From an optimization exercise on the open Yosys and OpenROAD flow, aimed at small area and a short achievable clock period; shortcuts taken in it are not production practice.
Only simulation tests tie the RTL to the original design; equivalence was not proved.
No activity file was given, so power comes from the tool's default toggle rates.

--- design/flow/config.mk ---
export PLATFORM = sky130hd
export DESIGN_NAME = pipeline_riscv
export DESIGN_NICKNAME = pipeline_riscv
export VERILOG_FILES = /design/flow/design.v
export SDC_FILE = /design/flow/constraint.sdc
export NUM_CORES = 4
export LEC_CHECK = 0
export CAP_MARGIN = 20
export CORE_MARGIN = 2
export CORE_UTILIZATION = 72
export CTS_BUF_LIST = sky130_fd_sc_hd__clkbuf_16
export CTS_CLUSTER_DIAMETER = 80
export CTS_CLUSTER_SIZE = 20
export PLACE_DENSITY = 0.82
export SETUP_SLACK_MARGIN = 4
export SLEW_MARGIN = 20
export SYNTH_HIERARCHICAL = 1
--- design/flow/flow/run.sh ---
#!/bin/bash
# The standard layout (standard.sh, unchanged synthesis and steps) with two
# changes: the port buffers are buf_1 cells instead of the default delay
# buffers, and clock tree synthesis inserts no dummy loads.
set -euo pipefail
export BUFFER_PORTS_ARGS="-buffer_cell sky130_fd_sc_hd__buf_1"
export CTS_ARGS="-sink_clustering_enable -repair_clock_nets -sink_clustering_size 20 -sink_clustering_max_diameter 80 -buf_list sky130_fd_sc_hd__clkbuf_16 -dont_use_dummy_load"
bash standard.sh > standard.log 2>&1
--- design/flow/design.v ---
`timescale 1ns/1ps
module pipeline_riscv (
  input          clk,
  input          nrst,
  input  [31:0]  inst,
  input  [31:0]  data_in,
  output [31:0]  inst_addr,
  output [31:0]  data_addr,
  output [31:0]  data_out,
  output         data_wr,
  output [31:0]  pc_IF,
  output [31:0]  pc_ID,
  output [31:0]  pc_EXE,
  output [31:0]  pc_MEM,
  output [31:0]  pc_WB
  );
  reg  [31:0] pc_r;                       
  reg  [31:0] pc_id, ir;                  
  reg  [4:0]  rs2_r;                      
  reg  [31:0] pc_ex, opa_r, opb_r, md_r;  
  reg  [15:0] imm_r;                      
  reg         ex_add, ex_sub, ex_slt, ex_beq, ex_bne;
  reg         ex_ld, ex_sw, ex_jal, ex_rdw;
  reg  [4:0]  ex_wa;
  reg         fa_r, fb_r, fs_r;           
  reg  [31:0] pc_mem, alu_m, md_m;        
  reg         me_ld, me_sw, me_jal, me_rdw;
  reg  [4:0]  me_wa;
  reg  [31:0] pc_wb, rd_w;                
  reg         wb_ld, wb_rdw;
  reg  [4:0]  wb_wa;
  reg  [31:0] rf [1:31];
  wire [5:0] op  = ir[5:0];
  wire [4:0] rd  = ir[10:6];
  wire [4:0] rs1 = ir[19:15];
  wire [4:0] rs2 = ir[24:20];
  wire [6:0] fn  = ir[31:25];
  wire op0    = (op == 6'h00);
  wire f8     = (fn == 7'h08);
  wire d_jr   = op0 & f8;
  wire d_r    = op0 & ~f8;
  wire d_i    = (op == 6'h08) | (op == 6'h0A);
  wire d_ld   = (op == 6'h23);
  wire d_sw   = (op == 6'h2B);
  wire d_br   = (op == 6'h04) | (op == 6'h05);
  wire d_j    = (op == 6'h02);
  wire d_jal  = (op == 6'h03);
  wire d_jt   = d_jr | d_j | d_jal;
  wire d_wr   = op0 | d_i | d_ld | d_jal;
  wire d_rdw  = d_r | d_i | d_ld | d_jal;
  wire d_uimm = d_i | d_ld | d_sw;
  wire [5:0] iop = inst[5:0];
  wire [4:0] rs2_if = ((iop == 6'h00 && inst[31:25] == 7'h08) || iop == 6'h2B) ? inst[10:6] : inst[24:20];
  wire [32*32-1:0] rf_flat;
  wire [31:0] sel_ra, sel_rb, rfa, rfb;
  assign rf_flat[31:0] = 32'd0;
  genvar gr;
  generate
    for (gr = 1; gr < 32; gr = gr + 1) begin : rflat
      assign rf_flat[gr*32 +: 32] = rf[gr];
    end
    for (gr = 0; gr < 32; gr = gr + 1) begin : rdec
      assign sel_ra[gr] = (rs1 == gr);
      assign sel_rb[gr] = (rs2_r == gr);
    end
  endgenerate
  rf_rdport port_a (.sel(sel_ra), .rf_flat(rf_flat), .q(rfa));
  rf_rdport port_b (.sel(sel_rb), .rf_flat(rf_flat), .q(rfb));
  wire [2:0] rs1hit = { rs1 == ex_wa & ex_rdw, rs1 == me_wa & me_rdw, rs1 == wb_wa & wb_rdw };
  wire [2:0] rs2hit = { rs2 == ex_wa & ex_rdw, rs2 == me_wa & me_rdw, rs2 == wb_wa & wb_rdw };
  wire [2:0] rdhit  = { rd  == ex_wa & ex_rdw, rd  == me_wa & me_rdw, rd  == wb_wa & wb_rdw };
  wire [2:0] rs1dep = (rs1 != 5'd0 && !d_jt)        ? rs1hit : 3'b000;
  wire [2:0] rs2dep = (rs2 != 5'd0 && (d_r | d_br)) ? rs2hit : 3'b000;
  wire [2:0] rddep  = (rd  != 5'd0 && ((d_jt & f8) | d_sw)) ? rdhit : 3'b000;
  wire stall = |((rs1dep | rs2dep | rddep) & {ex_ld, me_ld, wb_ld});
  wire [31:0] rdata_m = me_ld ? data_in : me_jal ? pc_mem + 32'd4 : alu_m;
  wire [31:0] opa_id = rs1dep[1] ? rdata_m : rs1dep[0] ? rd_w : rfa;
  wire        d_sub  = d_br | (op0 & (fn == 7'h22));
  wire        d_slt  = (op == 6'h0A) | (op0 & ((fn == 7'h0A) | (fn == 7'h2A)));
  wire [31:0] opb_id = (d_uimm ? {{16{ir[31]}}, ir[31:20], ir[14:11]} :
                        rs2dep[1] ? rdata_m : rs2dep[0] ? rd_w : rfb) ^ {32{d_sub | d_slt}};
  wire [31:0] md_id  = rddep[1] ? rdata_m : rddep[0] ? rd_w : rfb;
  wire        sub = ex_sub | ex_slt;
  wire [31:0] opa = fa_r ? alu_m : opa_r;
  wire [31:0] bx  = fb_r ? alu_m ^ {32{sub}} : opb_r;    
  wire [31:0] mdx = fs_r ? alu_m : md_r;
  wire [31:0] ag, at, ax, carry, sum;
  alu_gt   u_gt   (.a(opa), .b(bx), .g(ag), .t(at));
  alu_xor  u_xa   (.a(opa), .b(bx), .y(ax));
  alu_pfx  u_pfx  (.g(ag), .t(at), .cin(sub), .c(carry));
  alu_xor  u_xs   (.a(ax), .b({carry[30:0], sub}), .y(sum));
  wire        lt   = (opa[31] ^ ~bx[31]) ? opa[31] : sum[31];    
  wire [31:0] alu_e = (ex_add | ex_sub) ? sum : {31'd0, ex_slt & lt};
  wire        eq   = &ax;                                     
  wire        taken = (ex_beq & eq) | (ex_bne & ~eq);
  wire [31:0] bra_pc = pc_ex + 32'd4 + {{16{imm_r[15]}}, imm_r};
  wire flush1 = ~stall & (taken | d_jt);
  wire flush0 = ~stall & taken;
  wire jr_alu = d_jr & ~rddep[2] & ~rddep[1] & rddep[0];
  wire [31:0] pc_early = (d_j | d_jal) ? {{6{ir[31]}}, ir[31:6]} :
                         d_jr ? (rddep[2] ? rd_w : rddep[1] ? alu_m : rfb) : pc_r + 32'd4;
  wire        pc_go   = nrst & ~stall & ~taken;
  wire [31:0] pc_rest = !nrst ? 32'd0 : stall ? pc_r : taken ? bra_pc : jr_alu ? 32'd0 : pc_early;
  wire [31:0] pc_d    = pc_rest | ({32{pc_go & jr_alu & (ex_add | ex_sub)}} & sum) |
                        {31'd0, pc_go & jr_alu & ex_slt & lt};
  wire [31:0] alu_d   = ({32{nrst & (ex_add | ex_sub)}} & sum) | {31'd0, nrst & ex_slt & lt};
  always @(posedge clk) begin
    pc_r <= pc_d;
    if (!nrst || flush1) begin
      pc_id <= 32'd0;
      ir    <= 32'd0;
      rs2_r <= 5'd0;
    end else if (!stall) begin
      pc_id <= pc_r;
      ir    <= inst;
      rs2_r <= rs2_if;
    end
    opa_r <= opa_id;
    opb_r <= opb_id;
    imm_r <= {ir[31:25], ir[14:6]};
    if (!nrst)
      md_r <= 32'd0;
    else if (rddep[1] || rddep[0] || !(flush0 || stall))
      md_r <= md_id;
    else
      md_r <= 32'd0;
    if (!nrst || flush0 || stall) begin
      pc_ex   <= 32'd0;
      ex_add  <= 1'b0;
      ex_sub  <= 1'b0;
      ex_slt  <= 1'b0;
      ex_beq  <= 1'b0;
      ex_bne  <= 1'b0;
      ex_ld   <= 1'b0;
      ex_sw   <= 1'b0;
      ex_jal  <= 1'b0;
      ex_rdw  <= 1'b0;
      ex_wa   <= 5'd0;
    end else begin
      pc_ex   <= pc_id;
      ex_add  <= (op == 6'h08) | d_ld | d_sw | (op0 & ((fn == 7'h20) | f8));
      ex_sub  <= d_br | (op0 & (fn == 7'h22));
      ex_slt  <= (op == 6'h0A) | (op0 & ((fn == 7'h0A) | (fn == 7'h2A)));
      ex_beq  <= (op == 6'h04);
      ex_bne  <= (op == 6'h05);
      ex_ld   <= d_ld;
      ex_sw   <= d_sw;
      ex_jal  <= d_jal;
      ex_rdw  <= d_rdw;
      ex_wa   <= d_wr ? (d_jal ? 5'd1 : rd) : 5'd0;
    end
    if (!nrst) begin
      fa_r <= 1'b0;
      fb_r <= 1'b0;
      fs_r <= 1'b0;
    end else begin
      fa_r <= rs1dep[2];
      fb_r <= rs2dep[2];
      fs_r <= rddep[2];
    end
    if (!nrst) begin
      pc_mem <= 32'd0;
      md_m   <= 32'd0;
      me_ld  <= 1'b0;
      me_sw  <= 1'b0;
      me_jal <= 1'b0;
      me_rdw <= 1'b0;
      me_wa  <= 5'd0;
    end else begin
      pc_mem <= pc_ex;
      md_m   <= mdx;
      me_ld  <= ex_ld;
      me_sw  <= ex_sw;
      me_jal <= ex_jal;
      me_rdw <= ex_rdw;
      me_wa  <= ex_wa;
    end
    alu_m <= alu_d;
    rd_w <= rdata_m;
    if (!nrst) begin
      pc_wb  <= 32'd0;
      wb_ld  <= 1'b0;
      wb_rdw <= 1'b0;
      wb_wa  <= 5'd0;
    end else begin
      pc_wb  <= pc_mem;
      wb_ld  <= me_ld;
      wb_rdw <= me_rdw;
      wb_wa  <= me_wa;
    end
  end
  genvar g;
  generate
    for (g = 1; g < 32; g = g + 1) begin : regs
      always @(posedge clk)
        if (!nrst || wb_wa == g)
          rf[g] <= nrst ? rd_w : 32'd0;
    end
  endgenerate
  assign inst_addr = pc_r;
  assign pc_IF     = pc_r;
  assign pc_ID     = pc_id;
  assign pc_EXE    = pc_ex;
  assign pc_MEM    = pc_mem;
  assign pc_WB     = pc_wb;
  assign data_addr = alu_m;
  assign data_out  = md_m;
  assign data_wr   = me_sw;
endmodule
module rf_rdport (
  input  [31:0]      sel,
  input  [32*32-1:0] rf_flat,
  output [31:0]      q
  );
  wire [31:0] n [0:10];
  genvar j, b;
  generate
    for (j = 0; j < 11; j = j + 1) begin : grp
      for (b = 0; b < 32; b = b + 1) begin : bt
        if (j < 10) begin : g3
          rf_aoi222 u (.a1(sel[3*j+1]), .a2(rf_flat[(3*j+1)*32+b]),
                       .b1(sel[3*j+2]), .b2(rf_flat[(3*j+2)*32+b]),
                       .c1(sel[3*j+3]), .c2(rf_flat[(3*j+3)*32+b]), .y(n[j][b]));
        end else begin : g1
          assign n[j][b] = ~(sel[31] & rf_flat[31*32+b]);
        end
      end
    end
  endgenerate
  assign q = ~(n[0] & n[1] & n[2] & n[3] & n[4] & n[5] & n[6] & n[7] & n[8] & n[9] & n[10]);
endmodule
module rf_aoi222 (
  input  a1, a2, b1, b2, c1, c2,
  output y
  );
  assign y = ~((a1 & a2) | (b1 & b2) | (c1 & c2));
endmodule
module alu_gt (
  input  [31:0] a, b,
  output [31:0] g, t
  );
  assign g = a & b;
  assign t = a | b;
endmodule
module alu_xor (
  input  [31:0] a, b,
  output [31:0] y
  );
  assign y = a ^ b;
endmodule
module alu_pfx (
  input  [31:0] g, t,
  input         cin,
  output [31:0] c
  );
  reg [31:0] gg, tt, gn, tn;
  integer i, l;
  always @(*) begin
    gg = g;
    gg[0] = g[0] | (t[0] & cin);
    tt = t;
    for (l = 1; l < 32; l = l * 2) begin
      for (i = 0; i < 32; i = i + 1)
        if (i >= l) begin
          gn[i] = gg[i] | (tt[i] & gg[i-l]);
          tn[i] = tt[i] & tt[i-l];
        end else begin
          gn[i] = gg[i];
          tn[i] = tt[i];
        end
      gg = gn;
      tt = tn;
    end
  end
  assign c = gg;
endmodule
--- design/flow/standard.sh ---
#!/bin/bash
# synth_recipe.tcl (not shown) runs the flow's synth.tcl, then flattens the netlist and writes it again
# the make line also repeats each setting of config.mk as NAME=value (left out here)
make -C /OpenROAD-flow-scripts/flow DESIGN_CONFIG=/design/flow/config.mk WORK_HOME=/design/flow/orfs CLKGATE_MAP_FILE= SYNTH_SCRIPT=/design/flow/synth_recipe.tcl "${@:-finish}"
--- design/flow/constraint.sdc ---
create_clock -name core_clock -period 7.5 [get_ports {clk}]
set_input_delay 1.5000 -clock core_clock [delete_from_list [all_inputs] [get_ports {clk}]]
set_output_delay 1.5000 -clock core_clock [all_outputs]
set_load 0.01 [all_outputs]
==> impl_metrics.yaml, run 1 <==
outcome:
  status: "timing/DRC/antenna clean"
power_and_ir_drop:
  p_sw_mw: 4.27
  max-vdd-ir-drop_mv: 0.271
  clkPwrFrac: 0.276
  power.leakage_nw: 26.8
  combPwrFrac: 0.146
  pwr_density_cell_nw_per_um2: 222
  netSwitchingFraction: 0.268
  pwr-share-seq: 0.578
  p_int_mw: 11.7
floorplan:
  die_y_um: 300
  dieArea_um2: 89700
  core.rowCount: 108
  pin_count: 323
  fp.coreArea_um2: 86600
  fp.dieW_um: 300
  initial_core_util: 0.726
clocking:
  clock_sinks: 1430
  cts_tree: "yes"
  clock_latency_ns: 0.69
  cts_buffers: 82
  htree_levels: 3
  cts_root_buffer: "clkbuf_16"
  path_clk_slew_ns: 0.09
  cts.path.max_buffers: 3
sta:
  min_period_ns: 3.98
  fmax_mhz: 251
  drv_slew: 0
  rsz0062_at_grt: "yes"
  fin_skew_ns: 0.0619
  finalSetupTns_ns: 0
  setup_violations: 0
  tightest_slew_ns: 1.14
  holdWs_ns: 0.424
  slew_headroom: 0.231
  finalHoldViolCount: 0
  period_share: 0.531
critical_path:
  cp_data_arrival_time_ns: 4.60
  required_ns: 8.11
  end_kind: "register"
  critical_path_class: "register to register"
  rr_endpoint: "pc_r[12]"
  cp_slowest_cell: "nor4_4"
  cpPeakStageDelay_ns: 0.47
  worstPathMaxFanout: 6
  rr_worst_depth: 18
  crit_path_start_kind: "register"
  reg2reg_from: "ex_sub"
  critical_path.startpoint: "ex_sub"
  crit_chain: "nor2_4 -> buf_12 -> buf_16 -> buf_12 -> xnor2_1 -> mux2_4 -> xor2_2 -> nand4_1 -> nor4_4 -> nand2_2 -> mux2_4 -> buf_12 -> buf_12 -> buf_6 -> nor2_4 -> a32oi_2 -> a21oi_1 -> a21o_1"
  rrSetupSlack_ns: 3.52
  crit_top_cell: "buf_12"
drt:
  drt_iter0_markers: 14600
  post-route-drc-count: 0
  vias: 52900
  drt_pass1_iterations: 15
  wl_per_cell_um: 36.1
  viasPerCell: 8.23
  ant_nets: 0
  drt_wl_total_um: 232000
min_path:
  worstHoldEndpoint: "imm_r[9]"
  min-delay-start: "ir[25]"
  hold_depth: 0
  hp-class: "register to register"
synthesis:
  syn_inst: 4812
  synthesis.nets: 4942
  syn-cell-area_um2: 62900
  syn_area_per_cell_um2: 13.1
  yosys_warnings: 10
global_route:
  grt_pass1_wl_um: 323000
  grt_use_total: 0.493
  grt_pass1_vias: 49500
  grt_max_degree: 93
  gr-total-overflow: 0
  antenna_found_initial: 5
final_layout:
  nNetsFinal: 5394
  area_delta_synth_final_pct: 13.9
  post-route-cell-area_um2: 71600
  drive_gt1_frac: 0.166
  fillCellCount: 4702
placement:
  gp_congestion: 1.00
  io_buffers: 322
  dp_hpwl_um: 138000
  dpl_cell_area_um2: 66000
flow_run:
  cap_violations: 0
-- how the worst max path moves through the flow --
stage	to	slack, ns
2_1_floorplan	rf[20][0]	3.63
3_3_place_gp	md_r[0]	2.65
3_5_place_dp	md_r[0]	2.55
4_1_cts	pc_r[0]	3.74
5_1_grt	pc_r[12]	3.49
6_report	pc_r[12]	3.52
-- layer usage --
layer | vias to the layer above | part of all wire | GRT usage
li1 | 20700 | - | -
met1 | 24800 | 0.32 | 0.655
met2 | 5967 | 0.42 | 0.699
met3 | 1349 | 0.18 | 0.169
met4 | 2 | 0.085 | 0.307
met5 | - | 0.000052 | 0.00159
-- state kept, by name, indices dropped and copies added (netlist names), 5 cells and up --
register,count
rf,992
alu_m,32
ir,32
md_m,32
md_r,32
opa_r,32
opb_r,32
pc_ex,32
pc_id,32
pc_mem,32
pc_r,32
pc_wb,32
rd_w,32
imm_r,16
ex_wa,5
me_wa,5
rs2_r,5
wb_wa,5
-- final cells by class --
type,instances,area (um2),area share
Antenna cell,7,17.5,0.000245
Clock buffer,82,2050,0.0286
Inverter,38,143,0.00199
Multi-Input combinational cell,3118,25100,0.350
Sequential cell,1430,38600,0.539
Tap cell,1155,1450,0.0202
Timing Repair Buffer,594,4310,0.0601
-- cells in the final DEF, fill, tap and decap left out, drive strengths merged, types with 41 or more instances in the layout --
cell type,count
a222oi,640
dfxtp,438
xnor2,97
xor2,140
nand4,168
a2111o,64
edfxtp,992
mux2,81
buf,585
a211oi,74
nand2,310
nor2,287
a21oi,189
o21ai,156
mux2i,196
clkbuf,85
ha,63
nand3,69
a21o,41
and2,214
-- through the flow --
| step | setup slack (ns) | utilization | total power, mW | instances |
|---|---|---|---|---|
| after floorplan | 3.63 | - | 10.4 | 4812 |
| after global placement | 2.65 | 0.762 | 11.1 | 6194 |
| after detailed placement | 2.55 | 0.762 | 11.2 | 6194 |
| after CTS | 3.74 | 0.816 | 15.6 | 6388 |
| after global routing | 3.49 | 0.827 | 16.2 | 6417 |
| final | 3.52 | 0.827 | 15.9 | 6424 |
-- power groups by stage --
stage	Combinational, mW	Clock [mW]	Sequential (mW)
final	2.33	4.40	9.20
after global routing	2.38	4.59	9.22
after CTS	2.09	4.34	9.16
after detailed placement	1.84	0	9.34
after global placement	1.83	0	9.30
after floorplan	1.21	0	9.24
-- worst max-delay path: cells and delay by family (launching register included) --
family,cells,cell delay [ns]
AND/OR/NAND/NOR,5,1.31
buffers and inverters,6,0.83
multiplexers,2,0.68
AO/OA/AOI/OAI,3,0.48
flip-flops,1,0.35
XOR/XNOR,2,0.24
-- what timing repair did --
item                                    in CTS  in global routing
endpoints found under the setup margin     218                193
setup buffers                               85                 25
hold buffers                                 0                  0
cloned                                      27                  3
resized for setup                          310                145
pin swaps                                   61                 76
==> run 2, diff against run 1 <==
--- a/design/flow/design.v
+++ b/design/flow/design.v
@@ -22,7 +22,7 @@
   reg         ex_add, ex_sub, ex_slt, ex_beq, ex_bne;
   reg         ex_ld, ex_sw, ex_jal, ex_rdw;
   reg  [4:0]  ex_wa;
-  reg         fa_r, fb_r, fs_r;           
+  reg         ex_inv;                     
   reg  [31:0] pc_mem, alu_m, md_m;        
   reg         me_ld, me_sw, me_jal, me_rdw;
   reg  [4:0]  me_wa;
@@ -74,28 +74,30 @@
   wire [2:0] rddep  = (rd  != 5'd0 && ((d_jt & f8) | d_sw)) ? rdhit : 3'b000;
   wire stall = |((rs1dep | rs2dep | rddep) & {ex_ld, me_ld, wb_ld});
   wire [31:0] rdata_m = me_ld ? data_in : me_jal ? pc_mem + 32'd4 : alu_m;
-  wire [31:0] opa_id = rs1dep[1] ? rdata_m : rs1dep[0] ? rd_w : rfa;
   wire        d_sub  = d_br | (op0 & (fn == 7'h22));
   wire        d_slt  = (op == 6'h0A) | (op0 & ((fn == 7'h0A) | (fn == 7'h2A)));
-  wire [31:0] opb_id = (d_uimm ? {{16{ir[31]}}, ir[31:20], ir[14:11]} :
-                        rs2dep[1] ? rdata_m : rs2dep[0] ? rd_w : rfb) ^ {32{d_sub | d_slt}};
-  wire [31:0] md_id  = rddep[1] ? rdata_m : rddep[0] ? rd_w : rfb;
-  wire        sub = ex_sub | ex_slt;
-  wire [31:0] opa = fa_r ? alu_m : opa_r;
-  wire [31:0] bx  = fb_r ? alu_m ^ {32{sub}} : opb_r;    
-  wire [31:0] mdx = fs_r ? alu_m : md_r;
+  wire [31:0] opa_id = rs1dep[2] ? alu_e : rs1dep[1] ? rdata_m : rs1dep[0] ? rd_w : rfa;
+  wire [31:0] opb_id = d_uimm ? {{16{ir[31]}}, ir[31:20], ir[14:11]} :
+                       rs2dep[2] ? alu_e : rs2dep[1] ? rdata_m : rs2dep[0] ? rd_w : rfb;
+  wire        sub = ex_inv;
+  wire [31:0] opa = opa_r;
+  wire [31:0] bx  = opb_r ^ {32{sub}};                  
+  wire [31:0] mdx = md_r;
   wire [31:0] ag, at, ax, carry, sum;
   alu_gt   u_gt   (.a(opa), .b(bx), .g(ag), .t(at));
   alu_xor  u_xa   (.a(opa), .b(bx), .y(ax));
   alu_pfx  u_pfx  (.g(ag), .t(at), .cin(sub), .c(carry));
   alu_xor  u_xs   (.a(ax), .b({carry[30:0], sub}), .y(sum));
-  wire        lt   = (opa[31] ^ ~bx[31]) ? opa[31] : sum[31];    
-  wire [31:0] alu_e = (ex_add | ex_sub) ? sum : {31'd0, ex_slt & lt};
-  wire        eq   = &ax;                                     
+  wire        lt   = (opa[31] ^ opb_r[31]) ? opa[31] : sum[31];
+  wire [31:0] alu_e = ({32{ex_add | ex_sub}} & sum) | {31'd0, ex_slt & lt};
+  wire        eq   = (opa_r == opb_r);
   wire        taken = (ex_beq & eq) | (ex_bne & ~eq);
   wire [31:0] bra_pc = pc_ex + 32'd4 + {{16{imm_r[15]}}, imm_r};
   wire flush1 = ~stall & (taken | d_jt);
   wire flush0 = ~stall & taken;
+  wire        md_kill = flush0 | stall;
+  wire [31:0] md_id  = rddep[2] ? alu_e : rddep[1] ? rdata_m : rddep[0] ? rd_w :
+                       md_kill ? 32'd0 : rfb;
   wire jr_alu = d_jr & ~rddep[2] & ~rddep[1] & rddep[0];
   wire [31:0] pc_early = (d_j | d_jal) ? {{6{ir[31]}}, ir[31:6]} :
                          d_jr ? (rddep[2] ? rd_w : rddep[1] ? alu_m : rfb) : pc_r + 32'd4;
@@ -120,15 +122,14 @@
     imm_r <= {ir[31:25], ir[14:6]};
     if (!nrst)
       md_r <= 32'd0;
-    else if (rddep[1] || rddep[0] || !(flush0 || stall))
+    else
       md_r <= md_id;
-    else
-      md_r <= 32'd0;
     if (!nrst || flush0 || stall) begin
       pc_ex   <= 32'd0;
       ex_add  <= 1'b0;
       ex_sub  <= 1'b0;
       ex_slt  <= 1'b0;
+      ex_inv  <= 1'b0;
       ex_beq  <= 1'b0;
       ex_bne  <= 1'b0;
       ex_ld   <= 1'b0;
@@ -140,7 +141,8 @@
       pc_ex   <= pc_id;
       ex_add  <= (op == 6'h08) | d_ld | d_sw | (op0 & ((fn == 7'h20) | f8));
       ex_sub  <= d_br | (op0 & (fn == 7'h22));
-      ex_slt  <= (op == 6'h0A) | (op0 & ((fn == 7'h0A) | (fn == 7'h2A)));
+      ex_slt  <= d_slt;
+      ex_inv  <= d_sub | d_slt;
       ex_beq  <= (op == 6'h04);
       ex_bne  <= (op == 6'h05);
       ex_ld   <= d_ld;
@@ -148,15 +150,6 @@
       ex_jal  <= d_jal;
       ex_rdw  <= d_rdw;
       ex_wa   <= d_wr ? (d_jal ? 5'd1 : rd) : 5'd0;
-    end
-    if (!nrst) begin
-      fa_r <= 1'b0;
-      fb_r <= 1'b0;
-      fs_r <= 1'b0;
-    end else begin
-      fa_r <= rs1dep[2];
-      fb_r <= rs2dep[2];
-      fs_r <= rddep[2];
     end
     if (!nrst) begin
       pc_mem <= 32'd0;
==> run 2 against run 1 <==
  * The run now fails in global routing
  * Synthesized cell count rose by 1.2%
  * Area after synthesis fell by 1.0%
==> impl_metrics.yaml, run 2 <==
clocking:
  cts_root_buffer: "clkbuf_16"
  clock_sinks: 1428
  cts.path.max_buffers: 3
  htree_levels: 3
  cts_buffers: 83
  cts_hold_buf: 0
placement:
  gp_congestion: 1.07
  place_inst: 6236
  io_buffers: 322
  dp_hpwl_um: 163000
floorplan:
  pin_count: 323
  core.rowCount: 107
  initial_core_util: 0.729
  fp.dieW_um: 298
  die_y_um: 298
sta:
  crit_endpoint: "pc_r[15]$_DFF_P_/D"
  worst-ep-kind: "register input"
synthesis:
  syn_inst: 4871
  yosys_warnings: 10
  syn_area_per_cell_um2: 12.8
  synthesis.nets: 5001
  syn-cell-area_um2: 62300
global_route:
  grt_max_degree: 94
  gr-total-overflow: 18
  grt_use_total: 0.798
  antenna_found_initial: 31
outcome:
  haltStage: "global routing"
  stop_error: "[ERROR GRT-0232] Routing congestion too high. Check the congestion heatmap in the GUI."
  status: "stopped before the end"
==> run 2: what timing repair did <==
action,4_1_cts
pin swaps,63
gates cloned,11
resized for setup,200
setup buffers,52
setup endpoints to repair,249
==> run 2: worst min-delay path by stage <==
| stage | to | slack (ns) | cells after the start |
|---|---|---|---|
| floorplan | imm_r[0] | 0.33 | 0 |
| global placement | imm_r[15] | 0.41 | 0 |
| detailed placement | md_m[28] | 0.42 | 1 |
| CTS | md_m[28] | 0.44 | 1 |
==> run 2: metal layers <==
metal,GRT usage,overflow
met5,0.416,0
met4,0.778,6
met3,0.665,3
met2,0.928,8
met1,0.817,1
==> run 2: stage by stage <==
step / setup WS, ns / area, um2 / power, mW
global placement: 2.82 / 65400 / 11.4
detailed placement: 2.71 / 65400 / 11.5
floorplan: 3.62 / 62300 / 10.5
CTS: 3.90 / 69000 / 15.9
==> run 2: power by group through the flow <==
stage          registers, mW  clock network (mW)  logic (mW)
2_1_floorplan           9.27                   0        1.20
3_3_place_gp            9.39                   0        1.99
3_5_place_dp            9.44                   0        2.02
4_1_cts                 9.28                4.41        2.20
==> run 3, diff against run 2 <==
==> design/flow/run.sh (new file) <==
#!/bin/bash
# synth_recipe.tcl (not shown) runs the flow's synth.tcl, then flattens the netlist and writes it again
# the make line also repeats each setting of config.mk as NAME=value (left out here)
make -C /OpenROAD-flow-scripts/flow DESIGN_CONFIG=/design/flow/config.mk WORK_HOME=/design/flow/orfs CLKGATE_MAP_FILE= SYNTH_SCRIPT=/design/flow/synth_recipe.tcl finish
removed: design/flow/flow/run.sh
removed: design/flow/standard.sh
==> run 3 against run 2 <==
  * Synthesized cell count did not move
  * Area after synthesis did not move
  * The run again fails in global routing
==> impl_metrics.yaml, run 3 <==
outcome:
  status: "stopped before the end"
  haltStage: "global routing"
  stop_error: "[ERROR GRT-0232] Routing congestion too high. Check the congestion heatmap in the GUI."
floorplan:
  die_y_um: 298
  fp.dieW_um: 298
  pin_count: 323
  initial_core_util: 0.729
  core.rowCount: 107
placement:
  post-place-ws_ns: 2.57
  place_inst: 6233
  io_buffers: 322
  gp_congestion: 1.06
  dp_hpwl_um: 167000
synthesis:
  synthesis.nets: 5001
  syn-cell-area_um2: 62300
  syn_inst: 4871
  syn_area_per_cell_um2: 12.8
  yosys_warnings: 10
global_route:
  gr-total-overflow: 7
  grt_max_degree: 69
  grt_use_total: 0.772
clocking:
  clock_sinks: 1428
  cts_hold_buf: 0
  cts.path.max_buffers: 3
  htree_levels: 3
  cts_buffers: 82
  cts_root_buffer: "clkbuf_16"
==> run 3: what timing repair did <==
item	4_1_cts
setup endpoints to repair	468
pin swaps	97
gates cloned	7
setup buffers	69
gates resized for setup	241
==> run 3: how the worst max path moves through the flow <==
| stage | from | to | cells after the start |
|---|---|---|---|
| 3_3_place_gp | ir[27] | pc_id[20] | 11 |
| 4_1_cts | ex_inv | pc_r[0] | 19 |
| 2_1_floorplan | wb_wa[2] | rf[21][0] | 3 |
| 3_5_place_dp | ir[28] | pc_id[20] | 11 |
==> run 3: through the flow <==
stage	area, um2	utilization	hold WS, ns
CTS	71400	0.836	0.440
detailed placement	67400	0.789	0.420
global placement	67300	0.788	0.411
floorplan	62300	-	0.329
==> run 3: layer usage <==
metal / overflow / global-route usage
met5: 0 / 0.387
met2: 1 / 0.908
met4: 6 / 0.738
met1: 0 / 0.793
met3: 0 / 0.638
==> run 3: power groups by stage <==
stage | logic, mW | registers [mW] | clock network (mW)
after floorplan | 1.20 | 9.27 | 0
after global placement | 2.08 | 9.40 | 0
after detailed placement | 2.11 | 9.45 | 0
after CTS | 2.32 | 9.30 | 4.60

## separate check: timing with driven ports
No port has a modelled driver above. Below, the same layout with a new extraction and two added sets of constraints.
Step 1 sets driving cells, clkbuf_16 on the clock port and buf_2 on the other inputs (assumed; they add their load-dependent delay and slew).
Step 2 times the ports against the registers' clock, not the clock port: input delays grow and output delays shrink by t, the midpoint of the rising clock arrivals with the driver on.
Three values: ideal, step 1, step 2; two values: the first two.
run: run 1
t (ns): 0.739
setup WS [ns]: 3.518 / 3.518 / 3.269
worst setup path after step 2: input to register
slew at the worst register clock pin (ns): 0.09 / 0.09
worst slew at a driven data input, ns: 0.05
After both steps run 1 still meets setup and hold. The setup slack of run 1 moves by 0.000 ns with the drivers and by -0.249 ns with both steps.
